Background: an optimization exercise with open tools, aiming at small area and a short achievable clock period. Do not read the settings as production practice.
In this exercise RTL edits were held to simulation tests only and were not proved equivalent to the original.
Power and IR drop assume default switching activity.

==> flow/design.v <==
module alu #(parameter N = 16)
(
    input  [N-1:0] OPA, OPB,
    input CIN, CLK, RST, CE, MODE,
    input [3:0] CMD,
    input [1:0] INP_VALID,
    output reg COUT,
    output reg OFLOW,
    output reg G,
    output reg L,
    output reg E,
    output reg ERR,
    output reg overflow,
    output reg [2*N:0]RES);
    reg [N-1:0] OPA_temp, OPB_temp;
    reg [3:0] CMD_temp;
    reg [1:0] INP_VALID_temp;
    reg MODE_temp, CIN_temp;
    reg [1:0] mul_counter;
    reg mult_in_progress;
    reg [2*N:0]mul_result;
    reg signed [N-1:0] sa, sb;
    reg signed [N:0] sr;
always @(posedge CLK or posedge RST) begin
    if (RST) begin
        OPA_temp <= 0; OPB_temp <= 0; CMD_temp <= 0;
        INP_VALID_temp <= 0; MODE_temp <= 0; CIN_temp <= 0;
end else if (CE) begin
        OPA_temp <= OPA;
        OPB_temp <= OPB;
        CMD_temp <= CMD;
        INP_VALID_temp <= INP_VALID;
        MODE_temp <= MODE;
        CIN_temp <= CIN;
    end
end
always @(posedge CLK or posedge RST) begin
    if (RST) begin
        RES = 0;
        COUT = 0;
        OFLOW = 0;
        G = 0; L = 0; E = 0; ERR = 0;
        overflow = 0;
        mul_counter = 0;
        mult_in_progress = 0;
    end else if (CE) begin
        COUT = 0;
        OFLOW = 0;
        G = 0; L = 0; E = 0; ERR = 0;
        overflow = 0;  
if (mult_in_progress) begin
            mul_counter = mul_counter + 1;
            if (mul_counter == 1) begin   
                RES = mul_result;
                mult_in_progress = 0;
                mul_counter = 0;
            end
 end else if (MODE_temp) begin   
            if (INP_VALID_temp == 2'b11) begin
                case (CMD_temp)
                    4'b0000: begin  
                        RES[N:0] = OPA_temp + OPB_temp;
                        COUT = RES[N];
                    end
                        4'b0001: begin  
                        RES = OPA_temp - OPB_temp;
                        OFLOW = (OPA_temp < OPB_temp);
                    end
                    4'b0010: begin  
                        {COUT, RES} = OPA_temp + OPB_temp + CIN_temp;
                    end
                    4'b0011: begin  
                        RES = OPA_temp - OPB_temp - CIN_temp;
                        OFLOW = (OPA_temp < (OPB_temp + CIN_temp));
                    end
                   4'b1000: begin  
                        RES = {N+1{1'b0}};
                        if (OPA_temp == OPB_temp) begin E = 1; end
                        else if (OPA_temp > OPB_temp) begin G = 1; end
                        else L = 1;
                    end
                    4'b1001: begin  
                        mul_result = (OPA_temp + 1) * (OPB_temp + 1);
                        mult_in_progress = 1;
                        mul_counter = 0;
                    end
                    4'b1010: begin  
                        mul_result = (OPA_temp << 1) * OPB_temp;
                        mult_in_progress = 1;
                        mul_counter = 0;
                    end
                    4'b1011: begin  
                        sa = OPA_temp; sb = OPB_temp; sr = sa + sb;
                        RES = sr;
                        overflow = (sa[N-1] == sb[N-1]) && (sr[N-1] != sa[N-1]);
                        if (sa == sb) E = 1;
                        else if (sa > sb) G = 1;
                        else L = 1;
                    end
                    4'b1100: begin  
                        sa = OPA_temp; sb = OPB_temp; sr = sa - sb;
                        RES = sr;
                        overflow = (sa[N-1] != sb[N-1]) && (sr[N-1] != sa[N-1]);
                        if (sa == sb) E = 1;
                        else if (sa > sb) G = 1;
                        else L = 1;
                    end
                    default: begin
                        RES = 0; ERR = 1;
                    end
                endcase
 end else if (INP_VALID_temp == 2'b01) begin
                case (CMD_temp)
                    4'b0110:  
                    begin
                    if(OPB_temp == {N{1'b1}})begin
                    RES = 0;
                    COUT =0;
                    ERR =1;
                    end else begin
                   RES = OPB_temp + 1;
                    COUT = 0;
                    ERR = 0;
                    end
                    end
                    4'b0111:   
                    begin
                    if(OPB_temp == 0)begin
                    RES = {N{1'b1}};
                    OFLOW = 1;
                    ERR =0;
                    end else begin
                   RES = OPB_temp - 1;
                    OFLOW = 0;
                    ERR = 0;
                    end
                    end
                    default: begin RES = 0; ERR = 1; end
                endcase
            end else if (INP_VALID_temp == 2'b10) begin
                case (CMD_temp)
                    4'b0100:   begin   
                    if(OPA_temp == {N{1'b1}})begin
                    RES = 0;
                    COUT =0;
                    ERR =1;
                    end else begin
                   RES = OPA_temp + 1;
                    COUT = 0;
                    ERR = 0;
                    end
                    end
                    4'b0101:    begin     
                    if(OPA_temp == 0)begin
                    RES = {N{1'b1}};
                    OFLOW = 1;
                    ERR =1;
                    end else begin
                   RES = OPA_temp - 1;
                    OFLOW = 0;
                    ERR = 0;
                    end
                    end
                    default: begin RES = 0; ERR = 1; end
                endcase
            end
        end else begin   
            if (INP_VALID_temp == 2'b11) begin
                case (CMD_temp)
                    4'b0000: RES = (OPA_temp & OPB_temp);  
                    4'b0001: RES = {1'b0,~(OPA_temp & OPB_temp)}; 
                    4'b0010: RES = OPA_temp | OPB_temp; 
                    4'b0011: RES ={1'b0,~(OPA_temp | OPB_temp)}; 
                    4'b0100: RES = OPA_temp ^ OPB_temp;  
                    4'b0101: RES = {1'b0,~(OPA_temp ^ OPB_temp)}; 
                    4'b1100: begin   
                        if (OPB_temp >= N) begin RES = 0; ERR = 1; end
                        else begin
                        RES = {1'b0, ((OPA_temp << OPB_temp) | (OPA_temp >> (N - OPB_temp))) & ((1 << N) - 1)};
                        ERR =0;
                        end
                    end
                    4'b1101: begin   
                        if (OPB_temp >= N) begin RES = 0; ERR = 1; end
                        else begin
                        RES = {1'b0, ((OPA_temp >> OPB_temp) | (OPA_temp << (N - OPB_temp))) & ((1 << N) - 1)};
                        ERR = 0;
                        end
                    end
                    default: begin RES = 0; ERR = 1; end
                endcase
            end else if (INP_VALID_temp == 2'b01) begin
                case (CMD_temp)
                    4'b0111: RES ={1'b0, ~(OPB_temp)}; 
                    4'b1010: RES = OPB_temp >> 1; 
                    4'b1011: RES = OPB_temp << 1; 
                    default: begin RES = 0; ERR = 1; end
                endcase
            end else if (INP_VALID_temp == 2'b10) begin
                case (CMD_temp)
                    4'b0110: RES ={1'b0, ~(OPA_temp)}; 
                    4'b1000: RES = OPA_temp >> 1;
                    4'b1001: RES = OPA_temp << 1;
                    default: begin RES = 0; ERR = 1; end
                endcase
            end
        end
    end
end
endmodule
==> flow/run.sh <==
#!/bin/bash
# synth_recipe.tcl (not shown) runs the flow's synth.tcl, then flattens the netlist and writes it again
# the make line also repeats each setting of config.mk as NAME=value (left out here)
make -C /OpenROAD-flow-scripts/flow DESIGN_CONFIG=/design/flow/config.mk WORK_HOME=/design/flow/orfs CLKGATE_MAP_FILE= SYNTH_SCRIPT=/design/flow/synth_recipe.tcl finish
==> flow/config.mk <==
export PLATFORM = sky130hd
export DESIGN_NAME = alu
export DESIGN_NICKNAME = alu
export VERILOG_FILES = /design/flow/design.v
export SDC_FILE = /design/flow/constraint.sdc
export NUM_CORES = 4
export LEC_CHECK = 0
export CAP_MARGIN = 20
export CORE_MARGIN = 2
export CORE_UTILIZATION = 40
export SLEW_MARGIN = 20
==> flow/constraint.sdc <==
create_clock -name core_clock -period 10.0 [get_ports {CLK}]
set_input_delay 2.0000 -clock core_clock [delete_from_list [all_inputs] [get_ports {CLK}]]
set_output_delay 2.0000 -clock core_clock [all_outputs]
set_load 0.01 [all_outputs]
==> results.yml <==
run_status:
  status: "complete, no violations"
min_path:
  hold_depth: 1
  min_to: "ERR$_DFFE_PP0P_"
  hold_start: "ERR$_DFFE_PP0P_"
  min_path_type: "register to register"
logic_synthesis:
  synth_top_area_cell: "fa_1"
  syn_area_mm2: 0.0325
  seq_area_frac_synth_pct: 9.44
  syn_area_per_cell_um2: 7.97
  syn_nets: 4821
  ys_types: 103
  async_flop_share_pct: 71.6
  synth_commonest_cells: "inv_1 (562), nand2_1 (557), fa_1 (421), nor2_1 (391), ha_1 (283)"
  netlist_top_cells_area: "fa_1 (26%), ha_1 (11%), inv_1 (6.5%)"
  synth_flop_cell: "dfrtp_1"
  ys_seq_elements: 116
  synth_most_common_cell: "inv_1"
  synthCells: 4074
  synth_top_cell_area_share_pct: 25.9
  yosys_warnings: 1
  synth_edf_count: 33
floorplan:
  fp.dieArea_mm2: 0.0835
  ioPinCount: 83
  initial_core_util_pct: 40.4
  die_x_um: 289
  core_mm2: 0.0804
  die_y_um: 289
  rows: 104
layout:
  num-nets-final: 4788
  final_cell_area_mm2: 0.0352
  layout-drive-gt1-share_pct: 6.76
  fillCellCount: 8213
  final_util_pct: 43.7
  syn2layout_area_growth_pct: 8.29
power:
  power.leakage_nw: 15.8
  p_per_area_mw_per_mm2: 360
  ir_worst_vdd_mv: 0.546
setup_path:
  slowest_delay_ns: 0.85
  critPathMaxFanout: 24
  crit_path_frequent_cell: "fa_1"
  crit_type: "register to register"
  critPathArrivalTime_ns: 8.97
  critPathBufInv: 4
  crit_path_end_kind: "register"
  required_ns: 10.21
  crit_path_start_kind: "register"
  reg2regPathDepth: 26
  timing.rr.start: "OPB_temp[6]$_DFFE_PP0P_"
  slowest_stage: "nor3_1"
  r2r_end: "mul_result[26]$_DFFE_PP_"
  cp_top_family: "adder cells"
  rrSetupSlack_ns: 1.23
clocking:
  htreeDepth: 4
  cts_hold_buf: 0
  clk_pin_slew_ns: 0.06
  cts_buffer_depth: 2
  clk_latency_ns: 0.49
  post_cts_resized: 0
  postCtsSetupBuffers: 0
  clock_sinks: 116
  cts_buffers: 17
  cts_root_buf: "clkbuf_16"
  cts_tree: "built"
sta:
  final.setup.tns_ns: 0
  maxSlewViolCount: 0
  fin_skew_ns: 0.0170
  max_slew_margin_pct: 9.15
  fin_crit_sh_pct: 87.7
  tightestPinTransition_ns: 1.35
  finalCriticalPeriod_ns: 8.77
  rsz0062_at_grt: "false"
  hold_viol: 0
  setup-violations-final: 0
  max_freq_mhz: 114
grt:
  grtUsageTotal_pct: 34.5
  top_usage_layer: "met2"
  antenna_found_initial: 9
  gr-usage-met1_pct: 44.9
  grt-ovfl-total: 0
  grt_pass1_wl_um: 211000
  use_met3_pct: 9.66
  grt_pass1_vias: 31100
  met2_usage_pct: 50.7
  grt_max_degree: 76
place:
  place_area_mm2: 0.0346
  hpwl_um: 107000
  gp_congestion: 1.03
  port_buffers: 82
routing:
  drt_iter0_drc: 4193
  wl_per_cell_um: 27.8
  vias: 31500
  drt_pass1_iterations: 7
  drc: 0
  drtAntennaViolNets: 0
  wirelength_um: 142000
  routed_via_density: 6.15
flow_run:
  drv_cap: 0
-- layer usage --
| layer | routed length [um] | share of wire, % |
|---|---|---|
| met5 | 52 | 0.037 |
| met2 | 59400 | 42 |
| met4 | 10700 | 7.5 |
| met3 | 16500 | 12 |
| met1 | 55400 | 39 |
-- worst max-delay path by stage --
stage / cells past startpoint / endpoint / slack (ns) / start
6_report: 26 / mul_result[26]$_DFFE_PP_ / 1.23 / OPB_temp[6]$_DFFE_PP0P_
5_1_grt: 24 / mul_result[30]$_DFFE_PP_ / 0.85 / OPB_temp[6]$_DFFE_PP0P_
4_1_cts: 24 / mul_result[32]$_DFFE_PP_ / 1.31 / OPB_temp[6]$_DFFE_PP0P_
3_5_place_dp: 24 / mul_result[30]$_DFFE_PP_ / 1.31 / OPB_temp[6]$_DFFE_PP0P_
3_3_place_gp: 24 / mul_result[32]$_DFFE_PP_ / 1.48 / OPB_temp[6]$_DFFE_PP0P_
2_1_floorplan: 30 / mul_result[26]$_DFFE_PP_ / 1.72 / OPB_temp[0]$_DFFE_PP0P_
-- registers in the layout, indices dropped and copies added (netlist names), 2 cells and up --
name / cells
RES: 33
INP_VALID_temp: 2
OPA_temp: 16
mul_counter: 2
mul_result: 33
CMD_temp: 4
OPB_temp: 16
-- worst register-to-register path, cell delays in order, from the launching register on --
cell,delay [ns]
dfrtp_1,0.33
buf_4,0.31
and4_1,0.42
nand3_1,0.15
nor3_1,0.85
and3_1,0.32
xnor2_1,0.40
nand2_1,0.16
fa_1,0.50
fa_1,0.56
inv_1,0.06
fa_1,0.51
fa_1,0.53
fa_1,0.62
inv_1,0.08
fa_1,0.54
inv_1,0.04
ha_1,0.35
a21oi_1,0.17
o21a_1,0.19
o21ai_0,0.13
a32o_1,0.25
or3_1,0.37
a31o_2,0.25
a21oi_1,0.16
xnor2_1,0.13
o21ai_0,0.09
-- cells by family (layout without fill, tap and decap cells) --
group	count (synthesis)	in the layout	share of synthesized area [%]
other cells	0	3	0
flops	116	116	9.44
simple gates	1302	1302	17.7
buf+inv	842	822	9.92
mux	83	83	3.81
xor+xnor	189	189	5.10
fa+ha+maj	704	704	36.8
compound gates	838	838	17.1
-- stage by stage --
stage                     power (mW)  cells  hold WS, ns  worst slack (ns)
after floorplan                 8.00   4074        0.466              1.72
after global placement          11.9   5081        0.475              1.48
after detailed placement        11.9   5081        0.473              1.31
after CTS                       12.7   5113        0.490              1.31
after global routing            13.9   5114        0.503             0.848
final                           12.7   5117        0.481              1.23
-- power by group --
group	internal (mW)	switching [mW]
clock	0.352	0.296
combinational	3.97	7.20
sequential	0.778	0.0742
total	5.10	7.57
-- cell type report --
cell class | count | area, um2 | share of cell area (%)
Multi-Input combinational cell | 3116 | 26200 | 74.6
Tap cell | 1060 | 1330 | 3.77
Timing Repair Buffer | 207 | 1750 | 4.99
Clock buffer | 17 | 425 | 1.21
Sequential cell | 116 | 3080 | 8.75
Inverter | 583 | 2190 | 6.23
Clock inverter | 15 | 158 | 0.448
Antenna cell | 3 | 7.51 | 0.0213
-- cells in the final DEF, fill, tap and decap left out, types with 24 or more instances in the layout --
cell type        instances
a211oi_1                35
a21o_1                  41
a21oi_1                193
a221oi_1                27
a22oi_1                 28
a31oi_1                 32
and2_1                  31
and3_1                  27
buf_4                  125
clkdlybuf4s50_1         81
dfrtp_1                 78
edfxtp_1                33
fa_1                   421
ha_1                   282
inv_1                  561
mux2i_1                 37
mux4_2                  31
nand2_1                556
nand2b_1                24
nand3_1                 67
nor2_1                 389
nor2b_1                 30
nor3_1                  64
o21ai_0                187
o22ai_1                 64
xnor2_1                153
xor2_1                  34

-- what the ideal ports hide --
In the flow no input, the clock included, has a driving cell. The finished layout below was timed again as built, in two steps.
Step 1, drivers: a clkbuf_16 drives CLK and a buf_2 each remaining input, both assumed.
Step 2 adds t to the input delays and takes it off the output delays; t is the mean of the earliest and latest rising clock arrival at the registers after step 1. Input paths then give back, and output paths get back, about the clock's delay inside the block.
a / b / c = no drivers / after step 1 / after step 2; a / b = the first two.
t, ns: 0.554
setup WS [ns]: 1.232 / 1.232 / 1.232
worst hold slack (ns): 0.481 / 0.481 / 0.481
worst register clock-pin slew, ns: 0.08 / 0.08
After both steps this run still meets setup and hold. For this run, drivers alone change the setup slack by 0.000 ns; drivers and shift together by 0.000 ns.
